Context: an optimization exercise on an open-source flow, tuned for small area. The choices shown serve that exercise and are no tape-out recipe.
The RTL was checked by simulation tests, not by an equivalence proof against the original design.
In every run shown here, the design's own scripts or RTL, not TritonCTS, make the clock network.
The flow treats the clock pin as an ideal source. Dropping or thinning the clock tree relies on that and would not hold on a real chip.
Power and IR drop assume default switching activity.

$ cat flow/flow/post_cts.tcl
# Sourced by ORFS's cts.tcl after clock tree synthesis (POST_CTS_TCL): a
# clock buffer whose registers would see a clock edge slower than about
# 125 ps (placement estimate) is replaced by the next larger clock buffer.
set_propagated_clock [all_clocks]
estimate_parasitics -placement
set clock_fix_changed 0
foreach pin [get_pins -hierarchical */CLK] {
  set s [get_property $pin slew_max]
  if {$s > 0.125} {
    set net [get_nets -of_objects $pin]
    foreach d [get_pins -of_objects $net -filter "direction == output"] {
      set inst [get_cells -of_objects $d]
      set ref [get_property $inst ref_name]
      set big ""
      if {$ref eq "sky130_fd_sc_hd__clkbuf_2"} { set big sky130_fd_sc_hd__clkbuf_4 }
      if {$ref eq "sky130_fd_sc_hd__clkbuf_4"} { set big sky130_fd_sc_hd__clkbuf_8 }
      if {$ref eq "sky130_fd_sc_hd__clkbuf_8"} { set big sky130_fd_sc_hd__clkbuf_16 }
      if {$big ne ""} {
        replace_cell $inst $big
        incr clock_fix_changed
        puts "post_cts: [get_full_name $inst] $ref -> $big (clock pin slew [format %.3f $s] ns)"
      }
    }
  }
}
if {$clock_fix_changed > 0} {
  detailed_placement
  estimate_parasitics -placement
}
$ cat flow/flow/pre_cts.tcl
# Sourced by ORFS's cts.tcl before clock tree synthesis (PRE_CTS_TCL).
# The design has few registers, so the clock tree is a single level: the
# clock port drives four clock buffers, each placed at the centre of a
# quarter of the registers (split at the median x, then each half at its
# median y) and driving that quarter.  This replaces the tool's H-tree, whose
# root buffer and eight leaf buffers take more area.
proc quad_clock {clk_port cell} {
  set block [ord::get_db_block]
  set clk_net [[$block findBTerm $clk_port] getNet]
  set master [[ord::get_db] findMaster $cell]
  set sinks {}
  foreach iterm [$clk_net getITerms] {
    set box [[$iterm getInst] getBBox]
    lappend sinks [list $iterm [expr {([$box xMin] + [$box xMax]) / 2}] \
      [expr {([$box yMin] + [$box yMax]) / 2}]]
  }
  set n [llength $sinks]
  set byx [lsort -integer -index 1 $sinks]
  set h [expr {$n / 2}]
  set groups {}
  foreach half [list [lrange $byx 0 [expr {$h - 1}]] [lrange $byx $h end]] {
    set byy [lsort -integer -index 2 $half]
    set q [expr {[llength $byy] / 2}]
    lappend groups [lrange $byy 0 [expr {$q - 1}]] [lrange $byy $q end]
  }
  set k 0
  foreach g $groups {
    set buf [odb::dbInst_create $block $master clkbuf_q$k]
    set net [odb::dbNet_create $block clknet_q$k]
    $net setSigType CLOCK
    [$buf findITerm A] connect $clk_net
    [$buf findITerm X] connect $net
    set xs 0
    set ys 0
    foreach s $g {
      [lindex $s 0] disconnect
      [lindex $s 0] connect $net
      set xs [expr {$xs + [lindex $s 1]}]
      set ys [expr {$ys + [lindex $s 2]}]
    }
    set c [llength $g]
    $buf setLocation [expr {$xs / $c}] [expr {$ys / $c}]
    $buf setPlacementStatus PLACED
    puts "quad_clock: clkbuf_q$k ($cell) drives $c registers"
    incr k
  }
  set_propagated_clock [all_clocks]
}
proc clock_tree_synthesis {args} {
  quad_clock clk_i sky130_fd_sc_hd__clkbuf_8
}
$ cat flow/standard.sh
#!/bin/bash
# synth_recipe.tcl (not shown) runs the flow's synth.tcl, then flattens the netlist and writes it again
# the make line also repeats each setting of config.mk as NAME=value (left out here)
make -C /OpenROAD-flow-scripts/flow DESIGN_CONFIG=/design/flow/config.mk WORK_HOME=/design/flow/orfs CLKGATE_MAP_FILE= SYNTH_SCRIPT=/design/flow/synth_recipe.tcl "${@:-finish}"
$ cat flow/flow/synth_abc.tcl
# Sourced by the synthesis script before ORFS's synth.tcl.
# abc: ORFS calls it once, to map the combinational logic to cells. Here it
# maps the logic with each area-oriented ABC script in flow/abc_scripts.txt
# (one per line) in turn, without ORFS's delay target, and keeps the
# smallest result. Registers are
# not touched by ABC.
# extract_fa: skipped, so that ABC sees all of the logic (no half/full-adder
# cells fixed before mapping).
proc abc {args} {
  set i [lsearch -exact $args -script]
  if {$i >= 0} { set args [lreplace $args $i [expr {$i+1}]] }
  set j [lsearch -exact $args -D]
  if {$j >= 0} { set args [lreplace $args $j [expr {$j+1}]] }
  set libs {}
  set k [lsearch -exact $args -liberty]
  if {$k >= 0} { set libs [lindex $args [expr {$k+1}]] }
  yosys design -save my_pre_abc
  set best_area ""
  set best_script ""
  set fh [open $::area_abc_dir/abc_scripts.txt r]
  set lines [split [string trim [read $fh]] "\n"]
  close $fh
  set n 0
  foreach line $lines {
    incr n
    set scr [file join $::env(OBJECTS_DIR) area_abc_$n.abc]
    set fo [open $scr w]
    puts $fo $line
    close $fo
    yosys design -load my_pre_abc
    yosys abc -script $scr {*}$args
    set out [yosys tee -q -s result.string stat -liberty $libs]
    regexp {Chip area for module[^:]*:\s*([0-9.]+)} $out -> area
    puts "abc script $n ($line): area $area"
    if {$best_area eq "" || $area < $best_area} {
      set best_area $area
      set best_script $n
      yosys design -save my_best_abc
    }
  }
  puts "abc: kept script $best_script (area $best_area)"
  yosys design -load my_best_abc
}
proc extract_fa {args} {}
$ cat flow/constraint.sdc
create_clock -name core_clock -period 10.0 [get_ports {clk_i}]
set_input_delay 2.0000 -clock core_clock [delete_from_list [all_inputs] [get_ports {clk_i}]]
set_output_delay 2.0000 -clock core_clock [all_outputs]
set_load 0.01 [all_outputs]
$ cat flow/config.mk
export PLATFORM = sky130hd
export DESIGN_NAME = PadServo
export DESIGN_NICKNAME = PadServo
export VERILOG_FILES = /design/flow/design.v
export SDC_FILE = /design/flow/constraint.sdc
export NUM_CORES = 4
export LEC_CHECK = 0
export CAP_MARGIN = 20
export CORE_MARGIN = 2
export CORE_UTILIZATION = 40
export SLEW_MARGIN = 20
$ cat flow/flow/abc_scripts.txt
strash; dc2; dch -f; amap -F 3 -A 10; topo
strash; dc2; dch -f -p; amap -m; topo
strash; dc2; dch -f; amap -m -F 2 -A 8; topo
strash; dc2; dch -f; map -a; topo; amap; topo
strash; dc2; dch; amap -Q 0.1; topo
strash; dc2; dc2; dch -f; amap -F 3 -A 10; topo
strash; dc2; dc2; dch -f -p; amap -m; topo
strash; dc2; dc2; dch -f; amap -m -F 2 -A 8; topo
strash; dc2; dc2; dch -f; map -a; topo; amap; topo
strash; dc2; dc2; dch; amap -Q 0.1; topo
strash; resub; rewrite; refactor; balance; dch -f; amap -F 3 -A 10; topo
strash; resub; rewrite; refactor; balance; dch -f -p; amap -m; topo
strash; resub; rewrite; refactor; balance; dch -f; amap -m -F 2 -A 8; topo
strash; resub; rewrite; refactor; balance; dch -f; map -a; topo; amap; topo
strash; resub; rewrite; refactor; balance; dch; amap -Q 0.1; topo
strash; dch -f; dch -f; amap -F 3 -A 10; topo
strash; dch -f; dch -f -p; amap -m; topo
strash; dch -f; dch -f; amap -m -F 2 -A 8; topo
strash; dch -f; dch -f; map -a; topo; amap; topo
strash; dch -f; dch; amap -Q 0.1; topo
strash; &get -n; &st; &syn2; &put; dch -f; amap -F 3 -A 10; topo
strash; &get -n; &st; &syn2; &put; dch -f -p; amap -m; topo
strash; &get -n; &st; &syn2; &put; dch -f; amap -m -F 2 -A 8; topo
strash; &get -n; &st; &syn2; &put; dch -f; map -a; topo; amap; topo
strash; &get -n; &st; &syn2; &put; dch; amap -Q 0.1; topo
strash; &get -n; &st; &dc2; &put; dch -f; amap -F 3 -A 10; topo
strash; &get -n; &st; &dc2; &put; dch -f -p; amap -m; topo
strash; &get -n; &st; &dc2; &put; dch -f; amap -m -F 2 -A 8; topo
strash; &get -n; &st; &dc2; &put; dch -f; map -a; topo; amap; topo
strash; &get -n; &st; &dc2; &put; dch; amap -Q 0.1; topo
strash; ifraig; dc2; dch -f; amap -F 3 -A 10; topo
strash; ifraig; dc2; dch -f -p; amap -m; topo
strash; ifraig; dc2; dch -f; amap -m -F 2 -A 8; topo
strash; ifraig; dc2; dch -f; map -a; topo; amap; topo
strash; ifraig; dc2; dch; amap -Q 0.1; topo
strash; dc2; dch -f; amap -F 5 -A 20; topo
strash; dc2; dch -f; amap -F 3 -A 10 -Q 0.2; topo
strash; dc2; dch -f -x; amap; topo
strash; dc2; dch -f; amap -m -F 3 -A 10; topo
strash; dc2; dc2; dch -f; amap -F 5 -A 20; topo
strash; dc2; dc2; dch -f; amap -F 3 -A 10 -Q 0.2; topo
strash; dc2; dc2; dch -f -x; amap; topo
strash; dc2; dc2; dch -f; amap -m -F 3 -A 10; topo
strash; dc2; dc2; dc2; dch -f; amap -F 3 -A 10; topo
strash; dc2; dc2; dc2; dch -f; amap -F 5 -A 20; topo
strash; dc2; dc2; dc2; dch -f -p; amap -m; topo
strash; dc2; dc2; dc2; dch -f; amap -F 3 -A 10 -Q 0.2; topo
strash; dc2; dc2; dc2; dch -f -x; amap; topo
strash; dc2; dc2; dc2; dch -f; amap -m -F 3 -A 10; topo
strash; dch -f; dc2; dch -f; amap -F 3 -A 10; topo
strash; dch -f; dc2; dch -f; amap -F 5 -A 20; topo
strash; dch -f; dc2; dch -f -p; amap -m; topo
strash; dch -f; dc2; dch -f; amap -F 3 -A 10 -Q 0.2; topo
strash; dch -f; dc2; dch -f -x; amap; topo
strash; dch -f; dc2; dch -f; amap -m -F 3 -A 10; topo
strash; balance; dc2; dc2; dch -f; amap -F 3 -A 10; topo
strash; balance; dc2; dc2; dch -f; amap -F 5 -A 20; topo
strash; balance; dc2; dc2; dch -f -p; amap -m; topo
strash; balance; dc2; dc2; dch -f; amap -F 3 -A 10 -Q 0.2; topo
strash; balance; dc2; dc2; dch -f -x; amap; topo
strash; balance; dc2; dc2; dch -f; amap -m -F 3 -A 10; topo
strash; &get -n; &st; &dc2; &dc2; &put; dch -f; amap -F 3 -A 10; topo
strash; &get -n; &st; &dc2; &dc2; &put; dch -f; amap -F 5 -A 20; topo
strash; &get -n; &st; &dc2; &dc2; &put; dch -f -p; amap -m; topo
strash; &get -n; &st; &dc2; &dc2; &put; dch -f; amap -F 3 -A 10 -Q 0.2; topo
strash; &get -n; &st; &dc2; &dc2; &put; dch -f -x; amap; topo
strash; &get -n; &st; &dc2; &dc2; &put; dch -f; amap -m -F 3 -A 10; topo
strash; dc2; resub -K 8; dc2; dch -f; amap -F 3 -A 10; topo
strash; dc2; resub -K 8; dc2; dch -f; amap -F 5 -A 20; topo
strash; dc2; resub -K 8; dc2; dch -f -p; amap -m; topo
strash; dc2; resub -K 8; dc2; dch -f; amap -F 3 -A 10 -Q 0.2; topo
strash; dc2; resub -K 8; dc2; dch -f -x; amap; topo
strash; dc2; resub -K 8; dc2; dch -f; amap -m -F 3 -A 10; topo
strash; dc2; rewrite -z; refactor -z; dc2; dch -f; amap -F 3 -A 10; topo
strash; dc2; rewrite -z; refactor -z; dc2; dch -f; amap -F 5 -A 20; topo
strash; dc2; rewrite -z; refactor -z; dc2; dch -f -p; amap -m; topo
strash; dc2; rewrite -z; refactor -z; dc2; dch -f; amap -F 3 -A 10 -Q 0.2; topo
strash; dc2; rewrite -z; refactor -z; dc2; dch -f -x; amap; topo
strash; dc2; rewrite -z; refactor -z; dc2; dch -f; amap -m -F 3 -A 10; topo
strash; ifraig; dc2; dc2; dch -f; amap -F 3 -A 10; topo
strash; ifraig; dc2; dc2; dch -f; amap -F 5 -A 20; topo
strash; ifraig; dc2; dc2; dch -f -p; amap -m; topo
strash; ifraig; dc2; dc2; dch -f; amap -F 3 -A 10 -Q 0.2; topo
strash; ifraig; dc2; dc2; dch -f -x; amap; topo
strash; ifraig; dc2; dc2; dch -f; amap -m -F 3 -A 10; topo
strash; dc2; dc2; balance; dch -f; amap -F 3 -A 10; topo
strash; dc2; dc2; balance; dch -f; amap -F 5 -A 20; topo
strash; dc2; dc2; balance; dch -f -p; amap -m; topo
strash; dc2; dc2; balance; dch -f; amap -F 3 -A 10 -Q 0.2; topo
strash; dc2; dc2; balance; dch -f -x; amap; topo
strash; dc2; dc2; balance; dch -f; amap -m -F 3 -A 10; topo
strash; dch -f -x; amap; topo
strash; dch -f -x; amap -F 3 -A 10; topo
strash; dch -f -x; amap -m; topo
strash; dch -f -x -p; amap; topo
strash; dch -x; amap; topo
strash; dch -f -x; amap -F 2 -A 6; topo
strash; dch -f -x; amap -Q 0.1; topo
strash; dch -f -x -p; amap -m -F 3 -A 10; topo
strash; dc2; dch -f -x; amap -F 3 -A 10; topo
strash; dc2; dch -f -x; amap -m; topo
strash; dc2; dch -f -x -p; amap; topo
strash; dc2; dch -x; amap; topo
strash; dc2; dch -f -x; amap -F 2 -A 6; topo
strash; dc2; dch -f -x; amap -Q 0.1; topo
strash; dc2; dch -f -x -p; amap -m -F 3 -A 10; topo
strash; dc2; dc2; dch -f -x; amap -F 3 -A 10; topo
strash; dc2; dc2; dch -f -x; amap -m; topo
strash; dc2; dc2; dch -f -x -p; amap; topo
strash; dc2; dc2; dch -x; amap; topo
strash; dc2; dc2; dch -f -x; amap -F 2 -A 6; topo
strash; dc2; dc2; dch -f -x; amap -Q 0.1; topo
strash; dc2; dc2; dch -f -x -p; amap -m -F 3 -A 10; topo
strash; ifraig; dc2; dc2; dch -f -x; amap -F 3 -A 10; topo
strash; ifraig; dc2; dc2; dch -f -x; amap -m; topo
strash; ifraig; dc2; dc2; dch -f -x -p; amap; topo
strash; ifraig; dc2; dc2; dch -x; amap; topo
strash; ifraig; dc2; dc2; dch -f -x; amap -F 2 -A 6; topo
strash; ifraig; dc2; dc2; dch -f -x; amap -Q 0.1; topo
strash; ifraig; dc2; dc2; dch -f -x -p; amap -m -F 3 -A 10; topo
strash; ifraig; dc2; dch -f -x; amap; topo
strash; ifraig; dc2; dch -f -x; amap -F 3 -A 10; topo
strash; ifraig; dc2; dch -f -x; amap -m; topo
strash; ifraig; dc2; dch -f -x -p; amap; topo
strash; ifraig; dc2; dch -x; amap; topo
strash; ifraig; dc2; dch -f -x; amap -F 2 -A 6; topo
strash; ifraig; dc2; dch -f -x; amap -Q 0.1; topo
strash; ifraig; dc2; dch -f -x -p; amap -m -F 3 -A 10; topo
strash; balance; dc2; dch -f -x; amap; topo
strash; balance; dc2; dch -f -x; amap -F 3 -A 10; topo
strash; balance; dc2; dch -f -x; amap -m; topo
strash; balance; dc2; dch -f -x -p; amap; topo
strash; balance; dc2; dch -x; amap; topo
strash; balance; dc2; dch -f -x; amap -F 2 -A 6; topo
strash; balance; dc2; dch -f -x; amap -Q 0.1; topo
strash; balance; dc2; dch -f -x -p; amap -m -F 3 -A 10; topo
strash; &get -n; &st; &dc2; &put; dch -f -x; amap; topo
strash; &get -n; &st; &dc2; &put; dch -f -x; amap -F 3 -A 10; topo
strash; &get -n; &st; &dc2; &put; dch -f -x; amap -m; topo
strash; &get -n; &st; &dc2; &put; dch -f -x -p; amap; topo
strash; &get -n; &st; &dc2; &put; dch -x; amap; topo
strash; &get -n; &st; &dc2; &put; dch -f -x; amap -F 2 -A 6; topo
strash; &get -n; &st; &dc2; &put; dch -f -x; amap -Q 0.1; topo
strash; &get -n; &st; &dc2; &put; dch -f -x -p; amap -m -F 3 -A 10; topo
strash; dc2; dc2; dc2; dch -f -x; amap -F 3 -A 10; topo
strash; dc2; dc2; dc2; dch -f -x; amap -m; topo
strash; dc2; dc2; dc2; dch -f -x -p; amap; topo
strash; dc2; dc2; dc2; dch -x; amap; topo
strash; dc2; dc2; dc2; dch -f -x; amap -F 2 -A 6; topo
strash; dc2; dc2; dc2; dch -f -x; amap -Q 0.1; topo
strash; dc2; dc2; dc2; dch -f -x -p; amap -m -F 3 -A 10; topo
strash; ifraig; dc2; dc2; dch -f -x; amap -F 4 -A 15; topo
strash; ifraig; dc2; dc2; dch -f -x; amap -F 3 -A 10 -m; topo
strash; ifraig; dc2; dc2; dch -f -x -p; amap -F 3 -A 10; topo
strash; ifraig; dc2; dc2; dch -f -x; amap -F 6 -A 30; topo
strash; ifraig; dc2; dc2; dch -f -x -C 2000; amap -F 3 -A 10; topo
strash; ifraig; dc2; dc2; dch -f -x -W 16; amap -F 3 -A 10; topo
strash; dc2; dc2; dch -f -x; amap -F 4 -A 15; topo
strash; dc2; dc2; dch -f -x; amap -F 3 -A 10 -m; topo
strash; dc2; dc2; dch -f -x -p; amap -F 3 -A 10; topo
strash; dc2; dc2; dch -f -x; amap -F 6 -A 30; topo
strash; dc2; dc2; dch -f -x -C 2000; amap -F 3 -A 10; topo
strash; dc2; dc2; dch -f -x -W 16; amap -F 3 -A 10; topo
strash; ifraig; dc2; dc2; dc2; dch -f -x; amap -F 3 -A 10; topo
strash; ifraig; dc2; dc2; dc2; dch -f -x; amap -F 4 -A 15; topo
strash; ifraig; dc2; dc2; dc2; dch -f -x; amap -F 3 -A 10 -m; topo
strash; ifraig; dc2; dc2; dc2; dch -f -x -p; amap -F 3 -A 10; topo
strash; ifraig; dc2; dc2; dc2; dch -f -x; amap -F 6 -A 30; topo
strash; ifraig; dc2; dc2; dc2; dch -f -x -C 2000; amap -F 3 -A 10; topo
strash; ifraig; dc2; dc2; dc2; dch -f -x -W 16; amap -F 3 -A 10; topo
strash; ifraig; dc2; dc2; dc2; dc2; dch -f -x; amap -F 3 -A 10; topo
strash; ifraig; dc2; dc2; dc2; dc2; dch -f -x; amap -F 4 -A 15; topo
strash; ifraig; dc2; dc2; dc2; dc2; dch -f -x; amap -F 3 -A 10 -m; topo
strash; ifraig; dc2; dc2; dc2; dc2; dch -f -x -p; amap -F 3 -A 10; topo
strash; ifraig; dc2; dc2; dc2; dc2; dch -f -x; amap -F 6 -A 30; topo
strash; ifraig; dc2; dc2; dc2; dc2; dch -f -x -C 2000; amap -F 3 -A 10; topo
strash; ifraig; dc2; dc2; dc2; dc2; dch -f -x -W 16; amap -F 3 -A 10; topo
strash; ifraig; dc2; ifraig; dc2; dch -f -x; amap -F 3 -A 10; topo
strash; ifraig; dc2; ifraig; dc2; dch -f -x; amap -F 4 -A 15; topo
strash; ifraig; dc2; ifraig; dc2; dch -f -x; amap -F 3 -A 10 -m; topo
strash; ifraig; dc2; ifraig; dc2; dch -f -x -p; amap -F 3 -A 10; topo
strash; ifraig; dc2; ifraig; dc2; dch -f -x; amap -F 6 -A 30; topo
strash; ifraig; dc2; ifraig; dc2; dch -f -x -C 2000; amap -F 3 -A 10; topo
strash; ifraig; dc2; ifraig; dc2; dch -f -x -W 16; amap -F 3 -A 10; topo
strash; ifraig; dc2; dc2; balance; dc2; dch -f -x; amap -F 3 -A 10; topo
strash; ifraig; dc2; dc2; balance; dc2; dch -f -x; amap -F 4 -A 15; topo
strash; ifraig; dc2; dc2; balance; dc2; dch -f -x; amap -F 3 -A 10 -m; topo
strash; ifraig; dc2; dc2; balance; dc2; dch -f -x -p; amap -F 3 -A 10; topo
strash; ifraig; dc2; dc2; balance; dc2; dch -f -x; amap -F 6 -A 30; topo
strash; ifraig; dc2; dc2; balance; dc2; dch -f -x -C 2000; amap -F 3 -A 10; topo
strash; ifraig; dc2; dc2; balance; dc2; dch -f -x -W 16; amap -F 3 -A 10; topo
strash; ifraig; rewrite; dc2; dc2; dch -f -x; amap -F 3 -A 10; topo
strash; ifraig; rewrite; dc2; dc2; dch -f -x; amap -F 4 -A 15; topo
strash; ifraig; rewrite; dc2; dc2; dch -f -x; amap -F 3 -A 10 -m; topo
strash; ifraig; rewrite; dc2; dc2; dch -f -x -p; amap -F 3 -A 10; topo
strash; ifraig; rewrite; dc2; dc2; dch -f -x; amap -F 6 -A 30; topo
strash; ifraig; rewrite; dc2; dc2; dch -f -x -C 2000; amap -F 3 -A 10; topo
strash; ifraig; rewrite; dc2; dc2; dch -f -x -W 16; amap -F 3 -A 10; topo
strash; ifraig; dc2; resub; dc2; dch -f -x; amap -F 3 -A 10; topo
strash; ifraig; dc2; resub; dc2; dch -f -x; amap -F 4 -A 15; topo
strash; ifraig; dc2; resub; dc2; dch -f -x; amap -F 3 -A 10 -m; topo
strash; ifraig; dc2; resub; dc2; dch -f -x -p; amap -F 3 -A 10; topo
strash; ifraig; dc2; resub; dc2; dch -f -x; amap -F 6 -A 30; topo
strash; ifraig; dc2; resub; dc2; dch -f -x -C 2000; amap -F 3 -A 10; topo
strash; ifraig; dc2; resub; dc2; dch -f -x -W 16; amap -F 3 -A 10; topo
strash; dc2; ifraig; dc2; dch -f -x; amap -F 3 -A 10; topo
strash; dc2; ifraig; dc2; dch -f -x; amap -F 4 -A 15; topo
strash; dc2; ifraig; dc2; dch -f -x; amap -F 3 -A 10 -m; topo
strash; dc2; ifraig; dc2; dch -f -x -p; amap -F 3 -A 10; topo
strash; dc2; ifraig; dc2; dch -f -x; amap -F 6 -A 30; topo
strash; dc2; ifraig; dc2; dch -f -x -C 2000; amap -F 3 -A 10; topo
strash; dc2; ifraig; dc2; dch -f -x -W 16; amap -F 3 -A 10; topo
$ cat flow/design.v
`timescale 1ns/1ps
module PadServo (
    input  clk_i,
    input  rst_i,
    output dclock_o,
    output dlatch_o,
    input  sdata_i,
    output srv_o
);
reg [13:0] h;
wire hp = (h == 14'b01011011011101);
always @(posedge clk_i)
    if (rst_i)
        h <= 14'b01010101101101;
    else
        h <= {h[12:0], h[13] ^ h[12] ^ h[11] ^ h[1] ^ hp};
reg a;
reg [4:0] b;
always @(posedge clk_i)
    if (rst_i) begin
        a <= 1'b0;
        b <= 5'd0;
    end else if (hp) begin
        a <= ~a;
        if (a)
            b <= b[4] ? 5'd0 : b ^ {&b[3:0], &b[2:0], &b[1:0], b[0], 1'b1};
    end
assign dlatch_o = (b == 5'd0);
assign dclock_o = a & ~b[4] & (b != 5'd0);
reg s1, s2, t_dec, t_inc, v_inc, v_dec;
always @(posedge clk_i) begin
    s1 <= sdata_i;
    s2 <= s1;
    if (hp && a && b == 5'd6)
        t_dec <= s2;
    if (hp && a && b == 5'd7)
        t_inc <= s2;
end
always @(posedge clk_i)
    if (rst_i) begin
        v_inc <= 1'b0;
        v_dec <= 1'b0;
    end else if (hp && a && b[4]) begin
        v_inc <= t_inc;
        v_dec <= t_dec;
    end
wire en = v_inc ^ v_dec;
reg [23:0] c;
wire [23:0] e = c ^ {24{v_dec}};         
wire sat = &e;                           
wire [24:0] g;
assign g[0] = en & ~sat;
genvar i;
generate for (i = 0; i < 24; i = i + 1) begin : chain
    assign g[i+1] = g[i] & e[i];
end endgenerate
always @(posedge clk_i)
    if (rst_i)
        c <= 24'd0;
    else
        c <= c ^ g[23:0];
reg [6:0] lo;
reg [7:0] hi;
wire lo_end = (lo == 7'b1001100);
wire tick = (&hi) & lo[1] & lo[2];
wire [7:0] hi_t;                         
assign hi_t[0] = lo_end | tick;
generate for (i = 1; i < 8; i = i + 1) begin : hinc
    assign hi_t[i] = hi_t[i-1] & hi[i-1];
end endgenerate
always @(posedge clk_i)
    if (rst_i) begin
        hi <= 8'd255;
        lo <= 7'b0010100;
    end else begin
        hi <= hi ^ hi_t;
        if (tick)
            lo <= 7'b0011000;
        else
            lo <= {lo[5:0], lo[6] ^ lo[5] ^ lo_end};
    end
reg [4:0] ph;
reg on;
wire ph_top = ph[4] & ph[1] & ph[0];     
always @(posedge clk_i)
    if (rst_i) begin
        ph <= 5'd17;
        on <= 1'b0;
    end else begin
        if (tick)
            ph <= ph_top ? 5'd0 : ph ^ {&ph[3:0], &ph[2:0], &ph[1:0], ph[0], 1'b1};
        on <= tick ? ph_top : (on & (hi < c[23:16]));
    end
assign srv_o = ph_top | on;
endmodule
$ cat flow/flow/run.sh
#!/bin/bash
# Own layout flow: the standard flow (standard.sh) with these changes:
#  - synthesis maps the logic with area-oriented ABC scripts and keeps the
#    smallest mapping, and skips the half/full-adder cell extraction so that
#    ABC sees all of the logic (flow/synth_abc.tcl, flow/abc_scripts.txt);
#    everything that creates or maps registers is the standard synthesis
#    unchanged, so every register keeps its name and cell;
#  - the clock tree is one level of four clock buffers, one per quarter of
#    the registers (flow/pre_cts.tcl); a clock buffer whose registers would
#    see a slow clock edge is then upsized (flow/post_cts.tcl);
#  - the port buffers are the smallest buffer cell.
# The make output is kept in flow_make.log in the work folder; ORFS keeps each
# tool's log under orfs/logs/.
set -euo pipefail
W="$(cd "$(dirname "$0")/.." && pwd)"
F="$W/flow"
{
  echo "set ::area_abc_dir {$F}"
  echo "source {$F/synth_abc.tcl}"
  cat "$W/synth_recipe.tcl"
} > "$W/area_synth.tcl"
sed -e "s#SYNTH_SCRIPT=[^ ]*#SYNTH_SCRIPT=$W/area_synth.tcl 'PRE_CTS_TCL=$F/pre_cts.tcl' 'POST_CTS_TCL=$F/post_cts.tcl' 'BUFFER_PORTS_ARGS=-buffer_cell sky130_fd_sc_hd__buf_1'#" "$W/standard.sh" > "$W/area_standard.sh"
cd "$W"
bash "$W/area_standard.sh" > "$W/flow_make.log" 2>&1
==> results.toml, run 1 <==
[clock_network]
clk_pin_slew_worst_paths_ns = 0.12
worst_skew_pair.late_latency_ns = 0.17

[worst_setup_path]
setup.worst_path.end_class = "flop"
worstReg2RegEnd = "c[23]"
critical_path.max_fanout = 17
worst_ep_required_time_ns = 10.07
startpoint_type = "flop"
worst-r2r-cell-count = 23
worst_path_max_delay_cell = "sky130_fd_sc_hd__dfxtp_1"
critPathCapture = "c[23]"
worst-endpoint-arrival_ns = 5.33
cp_cell_sequence = "clkinv_1 -> a31oi_1 -> clkinv_1 -> o221ai_1 -> nor4_1 -> a221oi_1 -> nor2b_1 -> clkinv_1 -> nor2_1 -> clkinv_1 -> nor2_1 -> clkinv_1 -> nor2_1 -> nand2_1 -> nor2_1 -> o21ai_0 -> nor2_1 -> clkinv_1 -> nor2_1 -> clkinv_1 -> nor2_1 -> clkinv_1 -> o311a_1"
r2r-start = "v_dec"
setup.worst_path.start = "v_dec"
critical-path-top-delay-family = "simple AND/OR/NAND/NOR gates"
worst_path_largest_cell_delay_ns = 0.68
worst-path-buf-inv = 8
cp_most_frequent_cell = "sky130_fd_sc_hd__clkinv_1"
crit_type = "reg2reg"
ff2ff_setup_slack_ns = 4.74
instance_count_on_the_critical_path = 23

[place]
gp_congestion = 0.774
post-dp-hpwl_mm = 3.56
placedCellCount = 446
io_buffer_count = 5

[yosys]
gate_count_of_the_mapped_netlist = 344
postSynthNetCount = 347
netlist_area_um2 = 2800
synth_warnings = 1
number_of_storage_elements_in_the_synthesis_netlist = 71
synth_async_reset_ratio = 0
synth-main-ff-cell = "sky130_fd_sc_hd__dfxtp_1"
synth_cell_types = 29
synth_top_area_cell = "sky130_fd_sc_hd__dfxtp_1"
synth_common_cells = "69 x sky130_fd_sc_hd__dfxtp_1, 59 x sky130_fd_sc_hd__nor2_1, 56 x sky130_fd_sc_hd__clkinv_1"
synth.yosys.seq_area_share = 0.514
synth-edff-count = 2
yosys.cell_count.top_type = "sky130_fd_sc_hd__dfxtp_1"
synth_largest_type_area_fraction = 0.493
ys_top_cells_by_area = "sky130_fd_sc_hd__dfxtp_1 49%, sky130_fd_sc_hd__nor2_1 7.9%, sky130_fd_sc_hd__clkinv_1 7.5%"
synth.avg_cell_area_um2 = 8.15

[finish]
fin_nets = 359
final_cell_count_no_fill = 450
flow.area_growth_from_synthesis_pct = 7.18
post_route_cells_drive_above_1_share = 0.0141
insertedDiodeCount = 0
final_cell_utilization_of_the_core = 0.442

[floorplan]
io-pin-count = 6
initial_core_util = 0.413
placeableCoreArea_um2 = 6790
die_width_um = 87.7
rows = 30
area_of_the_die_um2 = 7700
fp.dieH_um = 87.7

[status]
run_status = "finished clean"

[global_routing]
grt_first_pass_wirelength_mm = 9.29
gr-usage-all-layers = 0.141
number_of_global_route_vias_before_repair = 2150
m1_gr_usage = 0.194
largest_net_degree_at_the_start_of_global_routing = 36
initial_antenna_violation_count = 0
grt_busiest_layer = "met2"
use_met2 = 0.253
grt_remaining_overflow = 0
grt_util_met3 = 0.00660

[timing]
final_max_slew_viol_count = 0
achievable-frequency_mhz = 190
clock-skew-final_ns = 0.0134
final.min_clock_period_ns = 5.26
final-hold-violation-count = 0
tightest_slew_ns = 0.829
maxSlewHeadroom = 0.444
totalNegativeSetupSlack_ns = 0
share_of_the_cycle_needed_by_the_critical_path_after_routing = 0.526
rsz0062_at_grt = "false"
report.final.setup_viol = 0

[detailed_routing]
via_per_inst = 5.05
drt-wirelength-per-cell_um = 11.3
drt_pass1_iterations = 4
dr_total_vias = 2272
routed_wirelength_mm = 5.08
drtAntennaViolNets = 0
drt_drc_violations_left = 0
drt_iter0_drc = 104

[power]
power.density_nw_per_um2 = 141
total_power_uw = 424
leakage_uw = 0.00101
ir_worst_vdd_uv = 96.9

[worst_hold_path]
worst_min_path_class = "reg2reg"

[job]
maxCapViolations = 0
## cells by family after synthesis
group	share of synthesized area
flip-flops	0.514
AND/OR/NAND/NOR	0.191
AO/OA/AOI/OAI	0.220
buffers and inverters	0.0750
## layer usage
layer,vias to the layer above,part of all wire
met1,1022,0.50
li1,1226,-
met3,6,0.020
met5,-,0
met2,18,0.46
met4,0,0.017
## placed cells by master (no fill, tap or decap), types with 2 or more instances in the layout
cell,Yosys,layout
sky130_fd_sc_hd__dfxtp_1,69,69
sky130_fd_sc_hd__nor2_1,59,59
sky130_fd_sc_hd__clkinv_1,56,56
sky130_fd_sc_hd__o21ai_0,40,40
sky130_fd_sc_hd__a21oi_1,19,19
sky130_fd_sc_hd__nand2_1,16,16
sky130_fd_sc_hd__o22ai_1,12,12
sky130_fd_sc_hd__nor2b_1,10,10
sky130_fd_sc_hd__a221oi_1,10,10
sky130_fd_sc_hd__nor3_1,9,9
sky130_fd_sc_hd__o221ai_1,8,8
sky130_fd_sc_hd__nand4_1,6,6
sky130_fd_sc_hd__or2_0,5,5
sky130_fd_sc_hd__buf_1,0,5
sky130_fd_sc_hd__nor4_1,4,4
sky130_fd_sc_hd__clkbuf_8,0,4
sky130_fd_sc_hd__a2111oi_0,3,3
sky130_fd_sc_hd__nand3_1,2,2
sky130_fd_sc_hd__a22oi_1,2,2
sky130_fd_sc_hd__and3_1,2,2
sky130_fd_sc_hd__edfxtp_1,2,2
## cell type report
| cell class | count | area, um2 |
|---|---|---|
| plain buffers | 4 | 55.1 |
| fillers | 680 | 3790 |
| inverters | 56 | 210 |
| multi-input cells | 217 | 1150 |
| flip-flops and latches | 71 | 1440 |
| well taps | 96 | 120 |
| repair buffers | 6 | 26.3 |
## how the worst min path moves through the flow
stage	startpoint	endpoint	cells past startpoint
floorplan	s1	s2	0
finish	s1	s2	0
global placement	s1	s2	0
global route	s1	s2	0
detailed placement	s1	s2	0
## worst reg2reg max path: stages, from the launching register on
cell and delay, ns:
sky130_fd_sc_hd__dfxtp_1 0.68, sky130_fd_sc_hd__clkinv_1 0.57, sky130_fd_sc_hd__a31oi_1 0.35, sky130_fd_sc_hd__clkinv_1 0.09
sky130_fd_sc_hd__o221ai_1 0.11, sky130_fd_sc_hd__nor4_1 0.10, sky130_fd_sc_hd__a221oi_1 0.39, sky130_fd_sc_hd__nor2b_1 0.24
sky130_fd_sc_hd__clkinv_1 0.14, sky130_fd_sc_hd__nor2_1 0.19, sky130_fd_sc_hd__clkinv_1 0.11, sky130_fd_sc_hd__nor2_1 0.18
sky130_fd_sc_hd__clkinv_1 0.11, sky130_fd_sc_hd__nor2_1 0.22, sky130_fd_sc_hd__nand2_1 0.14, sky130_fd_sc_hd__nor2_1 0.16
sky130_fd_sc_hd__o21ai_0 0.19, sky130_fd_sc_hd__nor2_1 0.23, sky130_fd_sc_hd__clkinv_1 0.11, sky130_fd_sc_hd__nor2_1 0.17
sky130_fd_sc_hd__clkinv_1 0.11, sky130_fd_sc_hd__nor2_1 0.14, sky130_fd_sc_hd__clkinv_1 0.11, sky130_fd_sc_hd__o311a_1 0.33
## registers in the layout, indices dropped and copies added (netlist names), 5 cells and up
signal	flops
b	5
c	24
h	14
hi	8
lo	7
ph	5
## power breakdown
group | internal, uW | leakage, uW | switching (uW)
Combinational | 6.71 | 0.000402 | 11.9
Sequential | 292 | 0.000582 | 4.80
Clock | 37.3 | 0.0000288 | 70.6
## metrics by stage
step                      setup WS (ns)  area, um2  hold slack, ns
after detailed placement           4.85       2950           0.316
final                              4.74       3010           0.338
after floorplan                    5.74       2800           0.310
after global placement             5.04       2950           0.315
after global routing               3.97       3010           0.347
==> run 2: changes to the inputs <==
--- a/flow/design.v
+++ b/flow/design.v
@@ -8,12 +8,13 @@
     output srv_o
 );
 reg [13:0] h;
-wire hp = (h == 14'b01011011011101);
+wire [13:0] hx = h ^ 14'b10101010101010;
+wire hp = (hx == 14'b01011011011101);
 always @(posedge clk_i)
     if (rst_i)
-        h <= 14'b01010101101101;
+        h <= 14'b11111111000111;
     else
-        h <= {h[12:0], h[13] ^ h[12] ^ h[11] ^ h[1] ^ hp};
+        h <= {hx[12:0], hx[13] ^ hx[12] ^ hx[11] ^ hx[1] ^ hp} ^ 14'b10101010101010;
 reg a;
 reg [4:0] b;
 always @(posedge clk_i)
@@ -59,10 +60,11 @@
         c <= 24'd0;
     else
         c <= c ^ g[23:0];
-reg [6:0] lo;
+reg [6:0] lo;                            
+wire [6:0] lx = lo ^ 7'b1010101;
 reg [7:0] hi;
-wire lo_end = (lo == 7'b1001100);
-wire tick = (&hi) & lo[1] & lo[2];
+wire lo_end = (lx == 7'b1001100);
+wire tick = (&hi) & lx[1] & lx[2];
 wire [7:0] hi_t;                         
 assign hi_t[0] = lo_end | tick;
 generate for (i = 1; i < 8; i = i + 1) begin : hinc
@@ -71,13 +73,13 @@
 always @(posedge clk_i)
     if (rst_i) begin
         hi <= 8'd255;
-        lo <= 7'b0010100;
+        lo <= 7'b1000001;
     end else begin
         hi <= hi ^ hi_t;
         if (tick)
-            lo <= 7'b0011000;
+            lo <= 7'b1001101;
         else
-            lo <= {lo[5:0], lo[6] ^ lo[5] ^ lo_end};
+            lo <= {lx[5:0], lx[6] ^ lx[5] ^ lo_end} ^ 7'b1010101;
     end
 reg [4:0] ph;
 reg on;
==> run 2 against run 1 <==
Still clean. Register-to-register slack got worse by 0.51 ns. Setup slack got worse by 0.51 ns. Flip-flop and latch count unchanged. Die area decreased by 1.5%. Critical path depth increased by 8. Clock skew increased by 0.0022 ns. Combinational power decreased by 9%. Power decreased by 0.35%. Cell count decreased by 4.9%. Clock power about the same. Largest cell class unchanged.
==> results.toml, run 2 <==
[status]
run_status = "finished clean"

[detailed_routing]
drt-wirelength-per-cell_um = 11.9
drt_drc_violations_left = 0
dr_total_vias = 2247
drt_pass1_iterations = 4
drtAntennaViolNets = 0
via_per_inst = 5.25
drt_iter0_drc = 36
routed_wirelength_mm = 5.08

[floorplan]
io-pin-count = 6
initial_core_util = 0.411
area_of_the_die_um2 = 7580
fp.dieH_um = 87.1
die_width_um = 87.1
rows = 30
placeableCoreArea_um2 = 6720

[worst_setup_path]
crit_type = "reg2reg"
startpoint_type = "flop"
worst-r2r-cell-count = 31
worst_ep_required_time_ns = 10.09
worst-endpoint-arrival_ns = 5.86
setup.worst_path.end_class = "flop"
critical_path.max_fanout = 18
r2r-start = "v_dec"
worst_path_largest_cell_delay_ns = 0.71
worstReg2RegEnd = "c[23]"
worst_path_max_delay_cell = "sky130_fd_sc_hd__dfxtp_1"
setup.worst_path.start = "v_dec"
ff2ff_setup_slack_ns = 4.23
cp_most_frequent_cell = "sky130_fd_sc_hd__nor2_1"

[yosys]
gate_count_of_the_mapped_netlist = 338
postSynthNetCount = 341
number_of_storage_elements_in_the_synthesis_netlist = 71
netlist_area_um2 = 2760
yosys.cell_count.top_type = "sky130_fd_sc_hd__nor2_1"
synth-main-ff-cell = "sky130_fd_sc_hd__dfxtp_1"
synth_cell_types = 27
ys_top_cells_by_area = "sky130_fd_sc_hd__dfxtp_1 50%, sky130_fd_sc_hd__nor2_1 9.8%, sky130_fd_sc_hd__clkinv_1 6.1%"
synth.avg_cell_area_um2 = 8.17
synth.yosys.seq_area_share = 0.522
synth_largest_type_area_fraction = 0.500
synth_top_area_cell = "sky130_fd_sc_hd__dfxtp_1"
synth_common_cells = "72 x sky130_fd_sc_hd__nor2_1, 69 x sky130_fd_sc_hd__dfxtp_1, 45 x sky130_fd_sc_hd__clkinv_1"
synth_async_reset_ratio = 0
synth_warnings = 1
synth-edff-count = 2

[timing]
share_of_the_cycle_needed_by_the_critical_path_after_routing = 0.577
final-hold-violation-count = 0
maxSlewHeadroom = 0.502
final.min_clock_period_ns = 5.77
final_max_slew_viol_count = 0
report.final.setup_viol = 0
clock-skew-final_ns = 0.0156
tightest_slew_ns = 0.736
worst_slack_ns = 4.23
rsz0062_at_grt = "false"
timing.hold.ws_ns = 0.340
totalNegativeSetupSlack_ns = 0
achievable-frequency_mhz = 173

[finish]
most-common-layout-cells = "72 x sky130_fd_sc_hd__nor2_1, 69 x sky130_fd_sc_hd__dfxtp_1, 45 x sky130_fd_sc_hd__clkinv_1"
largest_registers = "c: 24 flops, h: 14 flops, hi: 8 flops"
largest_reg_flops = 24
flow.area_growth_from_synthesis_pct = 6.57
final_cell_utilization_of_the_core = 0.438
fillCellCount = 667
post_route_cells_drive_above_1_share = 0.0144
layout_commonest_cell = "sky130_fd_sc_hd__nor2_1"
fin_nets = 353
insertedDiodeCount = 0
seqCellArea_um2 = 1440
largest-register = "c"
area_used_by_multi_input_combinational_logic_um2 = 1150

[power]
leakage_uw = 0.000993
power.density_nw_per_um2 = 144
ir_worst_vdd_uv = 89.6

[global_routing]
largest_net_degree_at_the_start_of_global_routing = 32
grt_first_pass_wirelength_mm = 9.22
number_of_global_route_vias_before_repair = 2191
grt_remaining_overflow = 0
gr-usage-all-layers = 0.141
initial_antenna_violation_count = 0

[clock_network]
worst_skew_pair.late_latency_ns = 0.17
clk_pin_slew_worst_paths_ns = 0.11

[worst_hold_path]
worstHoldEndpoint = "s2"
worst_min_path_class = "reg2reg"
hp-start = "s1"
hold-path-cell-count = 0

[job]
maxCapViolations = 0

[place]
gp_congestion = 0.761
dpl_worst_slack_ns = 4.24
io_buffer_count = 5
post-dp-hpwl_mm = 3.63
==> run 2: cell types whose count changed in the layout (fill, tap and decap cells not counted), sizes merged, moves of 5 or more <==
cell / before / now
nor2: 59 / 72
or2: 5 / 0
a211oi: 1 / 11
nor2b: 10 / 5
clkinv: 56 / 45
nand2: 16 / 26
o21ai: 40 / 32
o221ai: 8 / 2
a21oi: 19 / 10
==> run 2: routing by layer <==
layer / vias up / track usage / routed length (um)
li1: 1208 / - / -
met1: 1018 / 0.198 / 2660
met2: 14 / 0.244 / 2240
met3: 7 / 0.00569 / 125
met4: 0 / 0.0270 / 63
met5: - / 0 / 0
==> run 2: where the power goes <==
part | leakage, uW | total [uW] | switching (uW) | internal [uW]
registers | 0.000582 | 299 | 6.12 | 293
clock network | 0.0000288 | 106 | 69.1 | 37.3
logic | 0.000383 | 17.0 | 10.7 | 6.33
total | 0.000993 | 422 | 85.9 | 336
==> run 2: per-stage QoR <==
step,power [uW],instance area [um2],instances
floorplan,316,2760,338
global placement,322,2890,424
detailed placement,323,2890,424
global route,441,2940,428
finish,422,2940,428
==> run 2: logic make-up after synthesis <==
| group | Yosys count | synth area share |
|---|---|---|
| AND/OR/NAND/NOR | 132 | 0.209 |
| AO/OA/AOI/OAI | 89 | 0.205 |
| flip-flops | 71 | 0.522 |
| buffers and inverters | 45 | 0.0612 |
| XOR/XNOR | 1 | 0.00317 |
==> run 2: critical path, delay by kind of cell (launching register included) <==
kind,cells,cell delay (ns)
simple gates,15,2.25
buf+inv,11,1.72
flops,1,0.71
compound gates,5,1.01
==> run 2: worst max path at each step <==
| stage | cells past startpoint | endpoint | slack (ns) |
|---|---|---|---|
| after floorplan | 31 | c[23] | 5.29 |
| after global placement | 31 | c[23] | 4.54 |
| after detailed placement | 31 | c[23] | 4.24 |
| after global routing | 31 | c[23] | 3.27 |
| final | 31 | c[23] | 4.23 |
==> run 2: layout make-up <==
cell class | count | share of cell area
sequential | 71 | 0.490
multi-input combinational | 222 | 0.391
timing repair buffer | 6 | 0.00893
tap | 80 | 0.0340
buffer | 4 | 0.0187
inverter | 45 | 0.0574
==> run 3: changes to the inputs <==
--- a/flow/config.mk
+++ b/flow/config.mk
@@ -7,5 +7,6 @@
 export LEC_CHECK = 0
 export CAP_MARGIN = 20
 export CORE_MARGIN = 2
-export CORE_UTILIZATION = 40
+export CORE_UTILIZATION = 70
+export GPL_TIMING_DRIVEN = 0
 export SLEW_MARGIN = 20
==> run 3 against run 2 <==
Flip-flop and latch count unchanged. Highest routed layer unchanged. Largest cell class unchanged. Via count is 1.8% higher. Cell count is 7.7% lower. Design area is 1.6% lower. Register-to-register slack worse by 0.13 ns. Routed wire length down 5.0%. Sequential share of layout area up 0.78 points. Synthesized area unchanged. Synthesized cell count stayed put. Critical endpoint unchanged. Largest power group unchanged.
==> results.toml, run 3 <==
[status]
run_status = "finished clean"

[yosys]
synth-main-ff-cell = "sky130_fd_sc_hd__dfxtp_1"
netlist_area_um2 = 2760
synth-edff-count = 2
gate_count_of_the_mapped_netlist = 338
synth_cell_types = 27
synth.avg_cell_area_um2 = 8.17
synth_largest_type_area_fraction = 0.500
yosys.cell_count.top_type = "sky130_fd_sc_hd__nor2_1"
synth_async_reset_ratio = 0
ys_top_cells_by_area = "sky130_fd_sc_hd__dfxtp_1 50%, sky130_fd_sc_hd__nor2_1 9.8%, sky130_fd_sc_hd__clkinv_1 6.1%"
synth_top_area_cell = "sky130_fd_sc_hd__dfxtp_1"
number_of_storage_elements_in_the_synthesis_netlist = 71
synth_warnings = 1
synth_common_cells = "72 x sky130_fd_sc_hd__nor2_1, 69 x sky130_fd_sc_hd__dfxtp_1, 45 x sky130_fd_sc_hd__clkinv_1"
postSynthNetCount = 341
synth.yosys.seq_area_share = 0.522

[detailed_routing]
routed_wirelength_mm = 4.83
dr_total_vias = 2288
drt_drc_violations_left = 0
via_per_inst = 5.79
drt_iter0_drc = 125
drt_pass1_iterations = 5
drt-wirelength-per-cell_um = 12.2
drtAntennaViolNets = 0

[clock_network]
clk_pin_slew_worst_paths_ns = 0.11
worst_skew_pair.late_latency_ns = 0.17

[place]
gp_congestion = 0.756
post-dp-hpwl_mm = 3.49
placedCellCount = 391
io_buffer_count = 5

[floorplan]
area_of_the_die_um2 = 4460
fp.dieH_um = 66.8
placeableCoreArea_um2 = 3720
io-pin-count = 6
rows = 22
die_width_um = 66.8
initial_core_util = 0.743

[finish]
layout_commonest_cell = "sky130_fd_sc_hd__nor2_1"
post_route_cells_drive_above_1_share = 0.0144
largest-register = "c"
insertedDiodeCount = 0
final_cell_count_no_fill = 395
flow.area_growth_from_synthesis_pct = 4.89
largest_registers = "c: 24 flops, h: 14 flops, hi: 8 flops"
fin_nets = 352
most-common-layout-cells = "72 x sky130_fd_sc_hd__nor2_1, 69 x sky130_fd_sc_hd__dfxtp_1, 45 x sky130_fd_sc_hd__clkinv_1"
largest_reg_flops = 24

[power]
ir_worst_vdd_uv = 124
power.share.switching = 0.203
clock_power_share = 0.250
leakage_uw = 0.000991
power.density_nw_per_um2 = 146
power.internal_uw = 336
seq_power_share = 0.709
p_comb_frac = 0.041
netSwitchingPower_uw = 85.4

[timing]
final_max_slew_viol_count = 0
totalNegativeSetupSlack_ns = 0
rsz0062_at_grt = "false"
report.final.setup_viol = 0
final-hold-violation-count = 0
achievable-frequency_mhz = 170
clock-skew-final_ns = 0.0159
tightest_slew_ns = 0.850
final.min_clock_period_ns = 5.89
maxSlewHeadroom = 0.425
share_of_the_cycle_needed_by_the_critical_path_after_routing = 0.589

[global_routing]
number_of_global_route_vias_before_repair = 2075
grt_remaining_overflow = 0
gr-usage-all-layers = 0.236
largest_net_degree_at_the_start_of_global_routing = 32
initial_antenna_violation_count = 0
grt_first_pass_wirelength_mm = 8.54

[worst_setup_path]
cp_most_frequent_cell = "sky130_fd_sc_hd__nor2_1"
worst_ep_required_time_ns = 10.09
worst-endpoint-arrival_ns = 5.99
crit_type = "reg2reg"
startpoint_type = "flop"
worst_path_largest_cell_delay_ns = 0.74
setup.worst_path.end_class = "flop"
critical_path.max_fanout = 18
worst_path_max_delay_cell = "sky130_fd_sc_hd__dfxtp_1"

[worst_hold_path]
worst_min_path_class = "reg2reg"

[job]
maxCapViolations = 0
run 3: area by class of cell:
| class | count | area, um2 |
|---|---|---|
| multi-input combinational | 222 | 1150 |
| sequential | 71 | 1440 |
| buffer | 4 | 55.1 |
| timing repair buffer | 5 | 20.0 |
| tap | 48 | 60.1 |
| inverter | 45 | 169 |
| fill | 277 | 820 |
run 3: layer usage:
| layer | track usage | share of wire | wire length (um) | vias up |
|---|---|---|---|---|
| met5 | 0 | 0 | 0 | - |
| met4 | 0.0434 | 0.0095 | 46 | 0 |
| met3 | 0.0101 | 0.029 | 141 | 7 |
| met2 | 0.398 | 0.46 | 2220 | 36 |
| met1 | 0.340 | 0.50 | 2420 | 1040 |
| li1 | - | - | - | 1205 |
run 3: logic make-up after synthesis:
kind of cell,after synthesis,share of synthesized area
AO/OA/AOI/OAI,89,0.205
XOR/XNOR,1,0.00317
buffers and inverters,45,0.0612
flip-flops,71,0.522
AND/OR/NAND/NOR,132,0.209
run 3: worst max-delay path, delay by kind of cell, from the launching register on:
kind / cells / cell delay [ns]
simple gates: 15 / 2.35
buf+inv: 11 / 1.74
compound gates: 5 / 1.00
flops: 1 / 0.74
run 3: path summary, 6_finish.rpt:
| path | startpoint | to | slack (ns) | depth (start not counted) |
|---|---|---|---|---|
| setup / recovery | v_dec | c[23] | 4.11 | 31 |
| hold / removal | s1 | s2 | 0.34 | 0 |
| setup reg to reg | v_dec | c[23] | 4.11 | 31 |
| hold reg to reg | s1 | s2 | 0.34 | 0 |
run 3: power by group through the flow:
stage          clock network, uW  registers [uW]  logic (uW)
6_report                     106             299        17.1
3_5_place_dp                   0             305        17.2
3_3_place_gp                   0             305        16.4
2_1_floorplan                  0             304        11.9
5_1_grt                      117             300        19.8
run 3: stage by stage:
stage          hold slack (ns)  cell area [um2]   util  total power, uW  setup WS, ns
6_report                 0.344             2900  0.779              422          4.11
5_1_grt                  0.343             2900  0.779              437          3.18
3_5_place_dp             0.328             2840  0.765              323          4.16
3_3_place_gp             0.319             2840  0.764              321          4.21
2_1_floorplan            0.310             2760      -              316          5.29
==> run 4: changes to the inputs <==
--- a/flow/config.mk
+++ b/flow/config.mk
@@ -7,6 +7,6 @@
 export LEC_CHECK = 0
 export CAP_MARGIN = 20
 export CORE_MARGIN = 2
-export CORE_UTILIZATION = 70
+export CORE_UTILIZATION = 55
 export GPL_TIMING_DRIVEN = 0
 export SLEW_MARGIN = 20
==> run 4 against run 3 <==
Design area increased by 0.82%. Critical endpoint unchanged. Synthesized area stayed put. Sequential power about the same. Hold slack better by 0.012 ns. Combinational power is essentially flat. Routed wire length shrank 0.81%. Still clean on timing, DRC and antenna. Clock power barely moved. First-iteration DRC count fell by 27%. Critical path depth unchanged. Maximum frequency rose by 0.28%. Synthesized cell count unchanged. Global-route usage fell by 5.8 points.
==> results.toml, run 4 <==
[status]
run_status = "finished clean"

[finish]
final_cell_count_no_fill = 414
largest_registers = "c: 24 flops, h: 14 flops, hi: 8 flops"
most-common-layout-cells = "72 x sky130_fd_sc_hd__nor2_1, 69 x sky130_fd_sc_hd__dfxtp_1, 45 x sky130_fd_sc_hd__clkinv_1"
post_route_cells_drive_above_1_share = 0.0144
fin_nets = 352
layout_commonest_cell = "sky130_fd_sc_hd__nor2_1"
final_cell_utilization_of_the_core = 0.610
insertedDiodeCount = 0
largest_reg_flops = 24
largest-register = "c"
flow.area_growth_from_synthesis_pct = 5.75

[worst_hold_path]
worst_min_path_class = "reg2reg"
hold-path-cell-count = 0

[timing]
totalNegativeSetupSlack_ns = 0
clock-skew-final_ns = 0.0150
final-hold-violation-count = 0
rsz0062_at_grt = "false"
tightest_slew_ns = 0.767
report.final.setup_viol = 0
achievable-frequency_mhz = 170
final.min_clock_period_ns = 5.88
final_max_slew_viol_count = 0
share_of_the_cycle_needed_by_the_critical_path_after_routing = 0.588
maxSlewHeadroom = 0.482

[yosys]
synth_common_cells = "72 x sky130_fd_sc_hd__nor2_1, 69 x sky130_fd_sc_hd__dfxtp_1, 45 x sky130_fd_sc_hd__clkinv_1"
synth_largest_type_area_fraction = 0.500
yosys.cell_count.top_type = "sky130_fd_sc_hd__nor2_1"
postSynthNetCount = 341
synth.yosys.seq_area_share = 0.522
synth_top_area_cell = "sky130_fd_sc_hd__dfxtp_1"
synth_async_reset_ratio = 0
synth_cell_types = 27
synth-edff-count = 2
synth.avg_cell_area_um2 = 8.17
synth-main-ff-cell = "sky130_fd_sc_hd__dfxtp_1"
synth_warnings = 1
ys_top_cells_by_area = "sky130_fd_sc_hd__dfxtp_1 50%, sky130_fd_sc_hd__nor2_1 9.8%, sky130_fd_sc_hd__clkinv_1 6.1%"
netlist_area_um2 = 2760
gate_count_of_the_mapped_netlist = 338
number_of_storage_elements_in_the_synthesis_netlist = 71

[worst_setup_path]
worst_path_largest_cell_delay_ns = 0.74
worst-r2r-cell-count = 31
startpoint_type = "flop"
crit_type = "reg2reg"
cp_most_frequent_cell = "sky130_fd_sc_hd__nor2_1"
setup.worst_path.end_class = "flop"
critical_path.max_fanout = 18
worst_ep_required_time_ns = 10.08
worst_path_max_delay_cell = "sky130_fd_sc_hd__dfxtp_1"
worst-endpoint-arrival_ns = 5.96

[floorplan]
placeableCoreArea_um2 = 4790
fp.dieH_um = 74.9
rows = 25
io-pin-count = 6
initial_core_util = 0.577
area_of_the_die_um2 = 5600
die_width_um = 74.9

[power]
leakage_uw = 0.000991
power.density_nw_per_um2 = 144
ir_worst_vdd_uv = 111

[detailed_routing]
dr_total_vias = 2264
drt_pass1_iterations = 4
drt_drc_violations_left = 0
drt-wirelength-per-cell_um = 11.6
maxUsedRoutingLayer = "met4"
met1Wirelength_mm = 2.56
routed_wirelength_mm = 4.79
via_per_inst = 5.47
drt_iter0_drc = 91
met3RoutedLength_um = 73
detailroute.wirelength.met2_mm = 2.11
drtAntennaViolNets = 0

[global_routing]
initial_antenna_violation_count = 0
gr-usage-all-layers = 0.177
number_of_global_route_vias_before_repair = 1902
grt_first_pass_wirelength_mm = 8.27
largest_net_degree_at_the_start_of_global_routing = 32
grt_remaining_overflow = 0

[clock_network]
worst_skew_pair.late_latency_ns = 0.16
clk_pin_slew_worst_paths_ns = 0.11

[place]
io_buffer_count = 5
placedCellCount = 410
post-dp-hpwl_mm = 3.39
gp_congestion = 0.748

[job]
maxCapViolations = 0
-- run 4: cell type report --
class / count / area (um2)
timing repair buffer: 5 / 20.0
multi-input combinational: 222 / 1150
fill: 427 / 1870
inverter: 45 / 169
buffer: 4 / 55.1
tap: 67 / 83.8
sequential: 71 / 1440
-- run 4: routing by layer --
metal / vias up / GRT usage
met1: 1039 / 0.271
met2: 14 / 0.287
li1: 1208 / -
met5: - / 0
met4: 0 / 0.0139
met3: 3 / 0.0161
-- run 4: path summary, 6_finish.rpt --
| check | from | end | slack, ns |
|---|---|---|---|
| worst min-delay path | s1 | s2 | 0.36 |
| worst max register to register | v_dec | c[23] | 4.12 |
| worst max-delay path | v_dec | c[23] | 4.12 |
| worst min register to register | s1 | s2 | 0.36 |
-- run 4: critical path, delay by kind of cell, from the launching register on --
family | cells | cell delay [ns]
and+or+nand+nor | 15 | 2.29
buffers and inverters | 11 | 1.74
AOI/OAI and AO/OA | 5 | 1.02
DFF | 1 | 0.74
-- run 4: where the power goes --
part	switching, uW	internal [uW]
Clock	68.1	37.2
Combinational	10.8	6.13
Sequential	6.12	293
-- run 4: cell families (layout without fill, tap and decap cells) --
group / count (synthesis) / after routing / synth area share
AND/OR/NAND/NOR: 132 / 132 / 0.209
AO/OA/AOI/OAI: 89 / 89 / 0.205
flip-flops: 71 / 71 / 0.522
buffers and inverters: 45 / 54 / 0.0612
XOR/XNOR: 1 / 1 / 0.00317
-- run 4: through the flow --
step | total power (uW) | hold slack [ns] | worst slack, ns | instance area, um2
detailed placement | 323 | 0.326 | 4.12 | 2870
global route | 437 | 0.363 | 3.17 | 2920
floorplan | 316 | 0.310 | 5.29 | 2760
global placement | 322 | 0.311 | 4.09 | 2860
finish | 421 | 0.355 | 4.12 | 2920
==> run 5: changes to the inputs <==
--- a/flow/config.mk
+++ b/flow/config.mk
@@ -7,6 +7,6 @@
 export LEC_CHECK = 0
 export CAP_MARGIN = 20
 export CORE_MARGIN = 2
-export CORE_UTILIZATION = 55
+export CORE_UTILIZATION = 40
 export GPL_TIMING_DRIVEN = 0
 export SLEW_MARGIN = 20
==> run 5 against run 4 <==
Clock power rose by 4%. Setup slack worse by 0.089 ns. Largest power group unchanged. Hold slack worse by 0.014 ns. Global-route usage down 4.3 points. Still clean on timing, DRC and antenna. Routed wire length up 3.3%. Die area increased by 35%. First-iteration DRC count rose by 31%.
==> results.toml, run 5 <==
[power]
leakage_uw = 0.000991
total_power_uw = 425
ir_worst_vdd_uv = 120
power.density_nw_per_um2 = 145

[worst_setup_path]
worst-r2r-cell-count = 31
worst_path_max_delay_cell = "sky130_fd_sc_hd__dfxtp_1"
cp_most_frequent_cell = "sky130_fd_sc_hd__nor2_1"
worst_path_largest_cell_delay_ns = 0.76
worst_ep_required_time_ns = 10.09
r2r-start = "v_dec"
worst-endpoint-arrival_ns = 6.06
critical_path.max_fanout = 18
ff2ff_setup_slack_ns = 4.03
crit_type = "reg2reg"
critPathCapture = "c[23]"
worstReg2RegEnd = "c[23]"
startpoint_type = "flop"
setup.worst_path.start = "v_dec"
setup.worst_path.end_class = "flop"

[yosys]
synth_top_area_cell = "sky130_fd_sc_hd__dfxtp_1"
gate_count_of_the_mapped_netlist = 338
synth_common_cells = "72 x sky130_fd_sc_hd__nor2_1, 69 x sky130_fd_sc_hd__dfxtp_1, 45 x sky130_fd_sc_hd__clkinv_1"
synth_largest_type_area_fraction = 0.500
postSynthNetCount = 341
netlist_area_um2 = 2760
synth_async_reset_ratio = 0
synth_cell_types = 27
synth_warnings = 1
ys_top_cells_by_area = "sky130_fd_sc_hd__dfxtp_1 50%, sky130_fd_sc_hd__nor2_1 9.8%, sky130_fd_sc_hd__clkinv_1 6.1%"
synth-edff-count = 2
synth.yosys.seq_area_share = 0.522
synth-main-ff-cell = "sky130_fd_sc_hd__dfxtp_1"
yosys.cell_count.top_type = "sky130_fd_sc_hd__nor2_1"
synth.avg_cell_area_um2 = 8.17
number_of_storage_elements_in_the_synthesis_netlist = 71

[timing]
final-hold-violation-count = 0
final_max_slew_viol_count = 0
tightest_slew_ns = 0.794
rsz0062_at_grt = "false"
totalNegativeSetupSlack_ns = 0
report.final.setup_viol = 0
clock-skew-final_ns = 0.0150
share_of_the_cycle_needed_by_the_critical_path_after_routing = 0.597
maxSlewHeadroom = 0.467
final.min_clock_period_ns = 5.97
achievable-frequency_mhz = 168

[finish]
largest_reg_flops = 24
largest_registers = "c: 24 flops, h: 14 flops, hi: 8 flops"
fin_nets = 352
final_cell_utilization_of_the_core = 0.437
insertedDiodeCount = 0
most-common-layout-cells = "72 x sky130_fd_sc_hd__nor2_1, 69 x sky130_fd_sc_hd__dfxtp_1, 45 x sky130_fd_sc_hd__clkinv_1"
layout_commonest_cell = "sky130_fd_sc_hd__nor2_1"
flow.area_growth_from_synthesis_pct = 6.34
post_route_cells_drive_above_1_share = 0.0144
largest-register = "c"

[global_routing]
gr-usage-all-layers = 0.134
grt_first_pass_wirelength_mm = 8.83
number_of_global_route_vias_before_repair = 2057
grt_remaining_overflow = 0
largest_net_degree_at_the_start_of_global_routing = 32
initial_antenna_violation_count = 0

[detailed_routing]
via_per_inst = 5.15
drt_iter0_drc = 119
routed_wirelength_mm = 4.95
drt_drc_violations_left = 0
dr_total_vias = 2199
drt_pass1_iterations = 4
drt-wirelength-per-cell_um = 11.6
drtAntennaViolNets = 0

[place]
gp_congestion = 0.754
io_buffer_count = 5
post-dp-hpwl_mm = 3.40

[floorplan]
fp.dieH_um = 87.1
area_of_the_die_um2 = 7580
rows = 30
placeableCoreArea_um2 = 6720
initial_core_util = 0.411
io-pin-count = 6
die_width_um = 87.1

[job]
maxCapViolations = 0

[worst_hold_path]
worst_min_path_class = "reg2reg"

[clock_network]
worst_skew_pair.late_latency_ns = 0.17
clk_pin_slew_worst_paths_ns = 0.11

[status]
run_status = "finished clean"
-- run 5: final cells by class --
type / instances / area (um2)
well taps: 80 / 100
inverters: 45 / 169
fillers: 659 / 3780
plain buffers: 4 / 55.1
flip-flops and latches: 71 / 1440
multi-input cells: 222 / 1150
repair buffers: 5 / 20.0
-- run 5: metrics by stage --
step	setup WS [ns]	cell area [um2]	cells	hold WS (ns)
global placement	4.08	2880	423	0.322
finish	4.03	2940	427	0.341
detailed placement	4.05	2880	423	0.316
floorplan	5.29	2760	338	0.310
global route	2.96	2940	427	0.350
-- run 5: worst min path at each step --
stage	from	to	slack, ns	cells after the start
2_1_floorplan	s1	s2	0.31	0
3_3_place_gp	s1	s2	0.32	0
3_5_place_dp	s1	s2	0.32	0
5_1_grt	s1	s2	0.35	0
6_report	s1	s2	0.34	0
-- run 5: routing by layer --
metal | GRT usage | vias up | part of all wire
met5 | 0 | - | 0
met4 | 0.0142 | 0 | 0.012
met3 | 0.0104 | 4 | 0.022
met2 | 0.229 | 16 | 0.44
met1 | 0.192 | 969 | 0.53
li1 | - | 1210 | -
-- run 5: power by group --
group / internal [uW] / switching (uW) / leakage (uW)
Clock: 37.3 / 71.4 / 0.0000288
Combinational: 6.14 / 10.8 / 0.000381
Sequential: 293 / 6.04 / 0.000582
-- run 5: logic make-up (layout without fill, tap and decap cells) --
| kind of cell | Yosys count | after routing | synth area share |
|---|---|---|---|
| AND/OR/NAND/NOR | 132 | 132 | 0.209 |
| AO/OA/AOI/OAI | 89 | 89 | 0.205 |
| flip-flops | 71 | 71 | 0.522 |
| buffers and inverters | 45 | 54 | 0.0612 |
| XOR/XNOR | 1 | 1 | 0.00317 |
-- run 5: critical path, delay by kind of cell, from the launching register on --
family / cells / cell delay [ns]
simple gates: 15 / 2.29
buf+inv: 11 / 1.78
compound gates: 5 / 1.04
flops: 1 / 0.76

afterwards: timing with drivers on the ports:
In the flow no input, the clock included, has a driving cell. The finished layouts below were timed again as built, in two steps.
Step 1 assumes that a clkbuf_16 drives the clock port and a buf_2 every other input.
Step 2, shift: input delay + t, output delay - t, t = (earliest + latest rising clock arrival at the registers) / 2. This alone moves slack from input paths to output paths.
Three values: ideal, step 1, step 2; two values: the first two.
run	t, ns	setup WS [ns]	worst hold slack (ns)	clock arrival spread, ns	worst slew at a driven data input, ns
run 1	0.221	4.740 / 4.740 / 4.740	0.338 / 0.338 / 0.338	0.014 / 0.015	0.03
run 2	0.221	4.234 / 4.234 / 4.234	0.340 / 0.340 / 0.340	0.017 / 0.017	0.03
run 3	0.213	4.106 / 4.106 / 4.106	0.344 / 0.343 / 0.343	0.017 / 0.016	0.03
run 4	0.211	4.122 / 4.122 / 4.122	0.355 / 0.355 / 0.355	0.015 / 0.015	0.03
run 5	0.221	4.033 / 4.033 / 4.033	0.341 / 0.341 / 0.341	0.015 / 0.015	0.03
After both steps every run listed still meets setup and hold.
